This is an optimization exercise on Yosys and OpenROAD, whose aim is small area and a short achievable clock period, not a production implementation. Where RTL was checked, it was by simulation tests only, not by an equivalence proof against the original. No activity file was given, so power comes from the tool's default toggle rates.

Design QPU_V, start of the top module:
module QPU_V(
  input clk,reset,RDY,
  input [15:0]IR,
  input IRQ1,IRQ2,
  input [7:0] A_result,
  input A_vin,A_cin,
  input [7:0] M_Din,
  input I1,I2,I3,I4,
  output [11:0] pc_out,
  output [9:0]  W_AddrO,
  output [7:0]  W_DoutO,
  output [9:0]  M_AddrO,
  output M_WEO,M_IO,
  output A_adc_sbc,A_cout,
  output [7:0] Op1,Op2,
  output [7:0] ST,OPS,RA,RF,RSP
);
Size: about 810 cells after synthesis, roughly 140 I/O pins.
Settings: LEC_CHECK=0, CAP_MARGIN=20, CORE_MARGIN=2, CORE_UTILIZATION=50, PLACE_DENSITY=0.9, SETUP_SLACK_MARGIN=3.0, SLEW_MARGIN=20, SYNTH_HIERARCHICAL=1, SYNTH_MINIMUM_KEEP_SIZE=0, TNS_END_PERCENT=0; clock period 6.0 ns.
standard.sh (not shown) runs the stock make flow with config.mk's settings and CLKGATE_MAP_FILE= SYNTH_SCRIPT=/design/flow/synth_recipe.tcl, a recipe that flattens the netlist after the stock synthesis.
==> flow/flow/run.sh <==
#!/bin/bash
# Standard ORFS layout (the standard.sh, unchanged synthesis), with the
# port buffers made as sky130_fd_sc_hd__buf_1 instead of the resizer's pick,
# and a clock tree of clkbuf_8 without dummy loads.
set -euo pipefail
cd "$(dirname "$0")/.."
bash standard.sh "BUFFER_PORTS_ARGS=-buffer_cell sky130_fd_sc_hd__buf_1" \
  "CTS_ARGS=-sink_clustering_enable -repair_clock_nets -dont_use_dummy_load -buf_list sky130_fd_sc_hd__clkbuf_8 -root_buf sky130_fd_sc_hd__clkbuf_8" \
  finish > flow_make.log 2>&1
The starting point completed with no timing, DRC or antenna violations.
Next try:
--- a/flow/design.v
+++ b/flow/design.v
@@ -89,22 +89,30 @@
                     {~|n_OPT[5:0], n_OPT[5], n_OPT[4]&IR[7], n_OPT[4]&~IR[7], n_OPT[3:0]};
 wire       w_ld8 = s1 & (COP_TYPE!=3'b100) & (COP_TYPE<3'b110);
 wire [6:0] s_wa  = {~dec & ~w_ld8,
                     w_ld8,
                     dec & ~mem,
                     dec & mem & (IR[9:8]==2'b11),
                     dec & mem & (IR[9:8]==2'b10),
                     dec & mem & (IR[9:8]==2'b01),
                     dec & mem & (IR[9:8]==2'b00)};
 wire [9:0] n_WAddr;
 QPU_V_ao7w u_wa(.s(s_wa), .d0({2'd0,IR[7:0]}), .d1(PDIFF), .d2(RX), .d3(RY), .d4({6'd0,PK_REG}), .d5(10'd8), .d6(WAddr), .y(n_WAddr));
+wire       p_ld  = s1 & (COP_TYPE==3'b100);
+wire [9:0] PD_R  = reset ? 10'd0 : PDIFF;
+always @(posedge clk)
+    if (reset | (p_ld & (IR_TYPE==3'b110)))
+        RX<=PD_R;
+always @(posedge clk)
+    if (reset | (p_ld & (IR_TYPE==3'b111)))
+        RY<=PD_R;
 always @(posedge clk)
 begin
     WAddr<=n_WAddr;
     LAB7<=IR[7];
     IR_TYPE<=IR[10:8];
     COP_TYPE<=IR[14:12];
     F1<=f1;
     F2<=f2;
     OP1R<= n_OP1R;
     OP2R<= n_OP2R;
     s1<=n_s1;
@@ -112,24 +120,22 @@
     POP<=n_s1 & (IR[9:7]==3'b010) & (IR_CMD==3'b110);
     WSEL<=n_WSEL;
     TT<={n_WSEL[0]|n_WSEL[1]|n_WSEL[6], n_WSEL[1]|n_WSEL[2], n_WSEL[1]|n_WSEL[2]|n_WSEL[6]};
     if (reset)
     begin
         IOMode<=1'b0;
         MWE0<=1'b0;
         MWEO<=1'b0;
         LWx<=4'b1111;
         pc<=12'd0;
         SP<=10'h100;
-        RX<=10'd0;
-        RY<=10'd0;
         Flags<=8'd0;
         Acc<=8'hA5;
     end
     else if (~s1)
     begin
         if (~IR[15])
         begin
             if (mem)
             begin
                 IOMode<=(IR[7:6]==2'b00);
                 MWE0<=1'b0;
@@ -169,25 +175,25 @@
         end
     end
     else
     begin
         if (COP_TYPE==3'b100)
         begin
             if (IR_TYPE[2:1]==2'b01)
                 SP<={M_Din[1:0],Acc};
             else if (IR_TYPE==3'b101)
                 SP<=PDIFF;
             else if (IR_TYPE==3'b110)
-                RX<=PDIFF;
+                ;
             else if (IR_TYPE==3'b111)
-                RY<=PDIFF;
+                ;
             LWx<=4'b1110;
             MWE0<=1'b0;
             MWEO<=1'b0;
         end
         else if (COP_TYPE<3'b110)
         begin
             LWx<=4'b1000;
             MWE0<=1'b1;
             MWEO<=1'b1;
         end
         else
After rerunning: Sequential power is higher by about 5.4%; setup slack is about the same; wire length is higher by 3.4%; clock skew is lower by 10 ps; area after synthesis is higher by 1.0%; die area is higher by 0.97%; clock-buffer cell count is unchanged; hold slack improved by 30 ps; critical path depth stays the same; fmax stays flat.
Only the layout flow was run in the second run of this note; the RTL was not checked for function there.

Starting RTL as in the previous note.
==> module QPU_V_maddr, before the edit <==
module QPU_V_maddr(input s1, input [9:0] wa, input [3:0] ra, input [3:0] rb, output [9:0] y);
wire [3:0] pa = (ra>4'b1001) ? 4'b1000 : ra;
wire [3:0] pb = (rb>4'b1001) ? 4'b1000 : rb;
assign y = s1 ? wa : {6'd0, ra[3] ? pb : pa};
endmodule
Settings: LEC_CHECK=0, CAP_MARGIN=20, CORE_MARGIN=2, CORE_UTILIZATION=40, SETUP_SLACK_MARGIN=3.0, SLEW_MARGIN=20, SYNTH_HIERARCHICAL=1, SYNTH_MINIMUM_KEEP_SIZE=0, TNS_END_PERCENT=0; clock period 6.0 ns.
Scripts as last shown in full above: flow/flow/run.sh
Rerun with:
--- a/flow/design.v
+++ b/flow/design.v
@@ -229,9 +229,14 @@
 assign y = ({8{s}} & a) | rest;
 endmodule
 module QPU_V_maddr(input s1, input [9:0] wa, input [3:0] ra, input [3:0] rb, output [9:0] y);
-wire [3:0] pa = (ra>4'b1001) ? 4'b1000 : ra;
 wire [3:0] pb = (rb>4'b1001) ? 4'b1000 : rb;
-assign y = s1 ? wa : {6'd0, ra[3] ? pb : pa};
+wire [3:0] ya = s1 ? wa[3:0] : {1'b0, ra[2:0]};
+wire [3:0] yb = s1 ? wa[3:0] : pb;
+QPU_V_mx4 u_mx(.s(ra[3]), .a(ya), .b(yb), .y(y[3:0]));
+assign y[9:4] = s1 ? wa[9:4] : 6'd0;
+endmodule
+module QPU_V_mx4(input s, input [3:0] a, input [3:0] b, output [3:0] y);
+assign y = s ? b : a;
 endmodule
 module QPU_V_ao5(input [4:0] s, input [7:0] d0, d1, d2, d3, d4, output [7:0] y);
 assign y = ({8{s[0]}} & d0) | ({8{s[1]}} & d1) | ({8{s[2]}} & d2) | ({8{s[3]}} & d3) | ({8{s[4]}} & d4);
Effect: Sequential share of layout area falls by 0.60 points; worst hold slack gets worse by 0.0045 ns; combinational power falls by about 2%; non-clock buffer count goes down by 6; sequential cell count is unchanged; global-route usage fell by 0.80 points; synthesized area came out higher by 3.8%; worst setup slack improved by 0.056 ns; design area rises by 2.3%; routed wire length is lower by 1.8%; via count came out higher by 1.2%.
Only the layout flow was run in the second run of this note; the RTL was not checked for function there.

Setup of yarrow:
The RTL this note starts from:
==> flow/design.v <==
module QPU_V(
  input clk,reset,RDY,
  input [15:0]IR,
  input IRQ1,IRQ2,
  input [7:0] A_result,
  input A_vin,A_cin,
  input [7:0] M_Din,
  input I1,I2,I3,I4,
  output [11:0] pc_out,
  output [9:0]  W_AddrO,
  output [7:0]  W_DoutO,
  output [9:0]  M_AddrO,
  output M_WEO,M_IO,
  output A_adc_sbc,A_cout,
  output [7:0] Op1,Op2,
  output [7:0] ST,OPS,RA,RF,RSP
);
reg        s1;
reg [6:0]  OP_TYPE;
reg        IOMode,MWE0,OP_ADC_SBC,LAB7;
reg [3:0]  LWx;
reg [11:0] pc;
reg [9:0]  SP,RX,RY,WAddr;
reg [7:0]  Acc,Flags;
reg [7:0]  OP1R,OP2R;
reg        F1,F2;
reg [2:0]  COP_TYPE,IR_TYPE;
reg [7:0]  WSEL;
wire [2:0] IR_CMD = IR[14:12];
wire [3:0] IR_REG = IR[11:8];
wire [3:0] IR_REGB= IR[3:0];
wire [3:0] PK_REG = (IR_REG >4'b1001)? 4'b1000:IR_REG;
wire [3:0] PK_REGB= (IR_REGB>4'b1001)? 4'b1000:IR_REGB;
wire [7:0] OP_INC = OP1R+8'd1;
wire [7:0] WD_REST = ({8{WSEL[0]}} & (OP1R & OP2R))
                   | ({8{WSEL[1]}} & (OP1R | OP2R))
                   | ({8{WSEL[2]}} & (OP1R ^ OP2R))
                   | ({8{WSEL[4]}} & {Flags[0],OP1R[7:1]})
                   | ({8{WSEL[5]}} & OP_INC)
                   | ({8{WSEL[6]}} & OP2R)
                   | ({8{WSEL[7]}} & Acc);
wire [7:0] WD;
QPU_V_wdsel u_wdsel(.a(A_result), .s(WSEL[3]), .rest(WD_REST), .y(WD));
wire C_NEXT = WSEL[3] ? A_cin : WSEL[4] ? OP1R[0] : Flags[0];
wire [9:0] PBASE = ~s1 ? SP : (IR_TYPE==3'b110) ? RX : (IR_TYPE==3'b111) ? RY : SP;
wire [9:0] PDIFF = PBASE - {{2{IR[7]}},IR[7:0]};
wire dec = ~s1 & ~IR[15];
wire MWE1 = s1 & (COP_TYPE==3'b111);
wire OP_PSH_POP = (IR_TYPE[1:0]==2'b01) & ~LAB7 & COP_TYPE[2] & COP_TYPE[1];
reg [6:0]  n_OP_TYPE;
reg [7:0]  n_OP1,n_OP2;
reg        n_F1,n_F2;
always @*
begin
    case (IR_CMD)
    3'b000: n_OP_TYPE=7'b0000001;
    3'b001: n_OP_TYPE=7'b0000010;
    3'b010: n_OP_TYPE=7'b0000100;
    3'b011: n_OP_TYPE=7'b0001000;
    3'b100: n_OP_TYPE=7'b0010000;
    3'b101: n_OP_TYPE=7'b0001000;
    3'b110: n_OP_TYPE=7'b0100000;
    default: n_OP_TYPE=7'b1000000;
    endcase
    n_F1=1'b0;
    if (LWx==PK_REG)                      n_OP1=WD;
    else if (IR_REG==4'b1001)             n_OP1=Flags;
    else if (IR_REG[3] | (IR_CMD>=3'b110)) n_OP1=Acc;
    else begin n_OP1=8'd0; n_F1=1'b1; end
    n_F2=1'b0;
    if (IR_REG[3:1]==3'b101)
    begin
        if (LWx==PK_REGB)         n_OP2=WD;
        else if (IR_REGB==4'b1001) n_OP2=Flags;
        else if (IR_REGB[3])      n_OP2=Acc;
        else begin n_OP2=8'd0; n_F2=1'b1; end
    end
    else n_OP2=IR[7:0];
end
wire f1 = dec ? n_F1 : F1;
wire f2 = dec ? n_F2 : F2;
wire mem = (IR_REG>=4'b1100);
wire ext = (IR_CMD==3'b100) & (IR_REG>4'b1000);
wire       n_s1  = ~reset & dec & (mem | ext);
wire [6:0] n_OPT = reset ? 7'd0 : s1 ? OP_TYPE : IR[15] ? 7'd0 : n_OP_TYPE;
wire [7:0] n_WSEL = n_s1 ? 8'b10000000 :
                    {~|n_OPT[5:0], n_OPT[5], n_OPT[4]&IR[7], n_OPT[4]&~IR[7], n_OPT[3:0]};
always @(posedge clk)
begin
    LAB7<=IR[7];
    IR_TYPE<=IR[10:8];
    OP_ADC_SBC<=~IR[14];
    COP_TYPE<=IR[14:12];
    F1<=f1;
    F2<=f2;
    OP1R<= f1 ? M_Din : (dec ? n_OP1 : OP1R);
    OP2R<= f2 ? M_Din : (dec ? n_OP2 : OP2R);
    s1<=n_s1;
    OP_TYPE<=n_OPT;
    WSEL<=n_WSEL;
    if (reset)
    begin
        IOMode<=1'b0;
        MWE0<=1'b0;
        LWx<=4'b1111;
        pc<=12'd0;
        SP<=10'h100;
        RX<=10'd0;
        RY<=10'd0;
        Flags<=8'd0;
        Acc<=8'hA5;
    end
    else if (~s1)
    begin
        if (~IR[15])
        begin
            if (mem)
            begin
                case (IR[9:8])
                2'b00: WAddr<={2'd0,IR[7:0]};
                2'b01: WAddr<=PDIFF;
                2'b10: WAddr<=RX;
                2'b11: WAddr<=RY;
                endcase
                IOMode<=(IR[7:6]==2'b00);
                MWE0<=1'b0;
                LWx<=4'b1000;
            end
            else
            begin
                WAddr<={6'd0,PK_REG};
                IOMode<=1'b0;
                MWE0<=~ext;
                if (~ext) pc<=pc+12'd1;
                LWx<=PK_REG;
            end
            if (MWE0)
            begin
                if (LWx==4'b1001)
                    Flags<=WD;
                else
                begin
                    if (LWx>=4'b1000)
                        Acc<=WD;
                    Flags[0]<=C_NEXT;
                    Flags[1]<=(WD==8'd0);
                    if (n_OP_TYPE[3])
                        Flags[2]<=A_vin;
                    Flags[3]<=WD[7];
                end
            end
        end
        else
        begin
            LWx<=4'b1110;
            MWE0<=1'b0;
            pc<=pc+12'd1;
        end
    end
    else
    begin
        if (COP_TYPE==3'b100)
        begin
            if (IR_TYPE[2:1]==2'b01)
                SP<={M_Din[1:0],Acc};
            else if (IR_TYPE==3'b101)
                SP<=PDIFF;
            else if (IR_TYPE==3'b110)
                RX<=PDIFF;
            else if (IR_TYPE==3'b111)
                RY<=PDIFF;
            LWx<=4'b1110;
            MWE0<=1'b0;
        end
        else if (COP_TYPE<3'b110)
        begin
            WAddr<=10'd8;
            LWx<=4'b1000;
            MWE0<=1'b1;
        end
        else
        begin
            if (COP_TYPE==3'b110)
                Acc<=M_Din;
            LWx<=4'b1110;
            MWE0<=1'b0;
        end
        if (OP_PSH_POP)
        begin
            if (COP_TYPE[0])
                SP<=WAddr;
            else
                SP<=SP+10'd1;
        end
        IOMode<=1'b0;
        pc<=pc+12'd1;
    end
end
assign pc_out=pc;
assign W_AddrO=WAddr;
QPU_V_maddr u_maddr(.s1(s1), .wa(WAddr), .ra(IR[11:8]), .rb(IR[3:0]), .y(M_AddrO));
assign W_DoutO=WD;
assign M_WEO=MWE0|MWE1;
assign M_IO=IOMode;
assign A_adc_sbc=OP_ADC_SBC;
assign A_cout=Flags[0];
assign Op1=OP1R;
assign Op2=OP2R;
assign ST={LWx,F2,COP_TYPE};
assign OPS={1'b0,OP_TYPE};
assign RA=Acc;
assign RF=Flags;
assign RSP=SP[7:0];
endmodule
module QPU_V_wdsel(input [7:0] a, input s, input [7:0] rest, output [7:0] y);
assign y = ({8{s}} & a) | rest;
endmodule
module QPU_V_maddr(input s1, input [9:0] wa, input [3:0] ra, input [3:0] rb, output [9:0] y);
wire [3:0] pa = (ra>4'b1001) ? 4'b1000 : ra;
wire [3:0] pb = (rb>4'b1001) ? 4'b1000 : rb;
assign y = s1 ? wa : {6'd0, ra[3] ? pb : pa};
endmodule
clock: 6.0 ns
lec_check: 0
cap_margin: 20
core_margin: 2
core_utilization: 40
setup_slack_margin: 3.0
slew_margin: 20
synth_hierarchical: 1
synth_minimum_keep_size: 0
tns_end_percent: 0
Scripts as last shown in full above: flow/flow/run.sh
In summary, yarrow completed successfully, with a layout that passed the timing, design-rule and antenna checks.
Setup changes, yarrow to amber
--- a/flow/design.v
+++ b/flow/design.v
@@ -18,5 +18,5 @@
 reg        s1;
 reg [6:0]  OP_TYPE;
-reg        IOMode,MWE0,OP_ADC_SBC,LAB7;
+reg        IOMode,MWE0,MWEO,OP_ADC_SBC,LAB7;
 reg [3:0]  LWx;
 reg [11:0] pc;
@@ -46,5 +46,4 @@
 wire [9:0] PDIFF = PBASE - {{2{IR[7]}},IR[7:0]};
 wire dec = ~s1 & ~IR[15];
-wire MWE1 = s1 & (COP_TYPE==3'b111);
 wire OP_PSH_POP = (IR_TYPE[1:0]==2'b01) & ~LAB7 & COP_TYPE[2] & COP_TYPE[1];
 reg [6:0]  n_OP_TYPE;
@@ -103,4 +102,5 @@
         IOMode<=1'b0;
         MWE0<=1'b0;
+        MWEO<=1'b0;
         LWx<=4'b1111;
         pc<=12'd0;
@@ -125,4 +125,5 @@
                 IOMode<=(IR[7:6]==2'b00);
                 MWE0<=1'b0;
+                MWEO<=(IR_CMD==3'b111);
                 LWx<=4'b1000;
             end
@@ -132,4 +133,5 @@
                 IOMode<=1'b0;
                 MWE0<=~ext;
+                MWEO<=~ext;
                 if (~ext) pc<=pc+12'd1;
                 LWx<=PK_REG;
@@ -155,4 +157,5 @@
             LWx<=4'b1110;
             MWE0<=1'b0;
+            MWEO<=1'b0;
             pc<=pc+12'd1;
         end
@@ -172,4 +175,5 @@
             LWx<=4'b1110;
             MWE0<=1'b0;
+            MWEO<=1'b0;
         end
         else if (COP_TYPE<3'b110)
@@ -178,4 +182,5 @@
             LWx<=4'b1000;
             MWE0<=1'b1;
+            MWEO<=1'b1;
         end
         else
@@ -185,4 +190,5 @@
             LWx<=4'b1110;
             MWE0<=1'b0;
+            MWEO<=1'b0;
         end
         if (OP_PSH_POP)
@@ -201,5 +207,5 @@
 QPU_V_maddr u_maddr(.s1(s1), .wa(WAddr), .ra(IR[11:8]), .rb(IR[3:0]), .y(M_AddrO));
 assign W_DoutO=WD;
-assign M_WEO=MWE0|MWE1;
+assign M_WEO=MWEO;
 assign M_IO=IOMode;
 assign A_adc_sbc=OP_ADC_SBC;
[summary]
- amber — routed wire length on met3 about 21% lower, yarrow as reference
- Share of synthesized cell area in and, or, nand and nor gates (lower): yarrow
- Looking at destination of the critical timing path, the W_DoutO[0] result is from yarrow; the W_DoutO[7] one comes from amber.
- Looking at full die area, amber sits 2.1% higher than yarrow does.
- Compared with yarrow, in amber number of inserted filler cells in the final layout -10; setup slack +51 ps; time the final worst path needs with I/O delays and setup -51 ps.
Function was not checked in any run of this note: the RTL went through the layout flow alone.

[separate check: timing with driven ports]
How much do the figures lean on ideal ports? The routed layouts below were timed once more, with nothing changed but the port constraints. Step 1 assumes that a clkbuf_16 drives the clock port and a buf_2 every other input. Step 2 moves the port delays by t, midway between the first and last clock arrival at a register: inputs arrive t later, outputs are due t later. That takes back most of the time a late clock gives input paths. Slacks: ideal / step 1 / step 2; pairs: ideal / step 1.
run	t, ns	setup slack, ns	worst hold slack (ns)	slew at the worst register clock pin (ns)	cell pins on the clock port's net
the first run of note 1	0.400	2.711 / 2.687 / 2.408	0.476 / 0.476 / 0.476	0.11 / 0.11	1
the second run of note 1	0.418	2.713 / 2.685 / 2.432	0.505 / 0.505 / 0.505	0.11 / 0.11	1
the first run of note 2	0.420	2.688 / 2.654 / 2.350	0.476 / 0.476 / 0.476	0.11 / 0.11	1
the second run of note 2	0.417	2.743 / 2.722 / 2.451	0.471 / 0.471 / 0.471	0.11 / 0.11	1
yarrow	0.474	2.797 / 2.756 / 2.369	0.466 / 0.466 / 0.466	0.07 / 0.07	1
amber	0.476	2.848 / 2.754 / 2.435	0.464 / 0.464 / 0.464	0.08 / 0.08	1
After both steps setup and hold are still met in every run listed. The setup slack of yarrow, which loses most, moves by -0.041 ns with the drivers and by -0.428 ns with both steps.
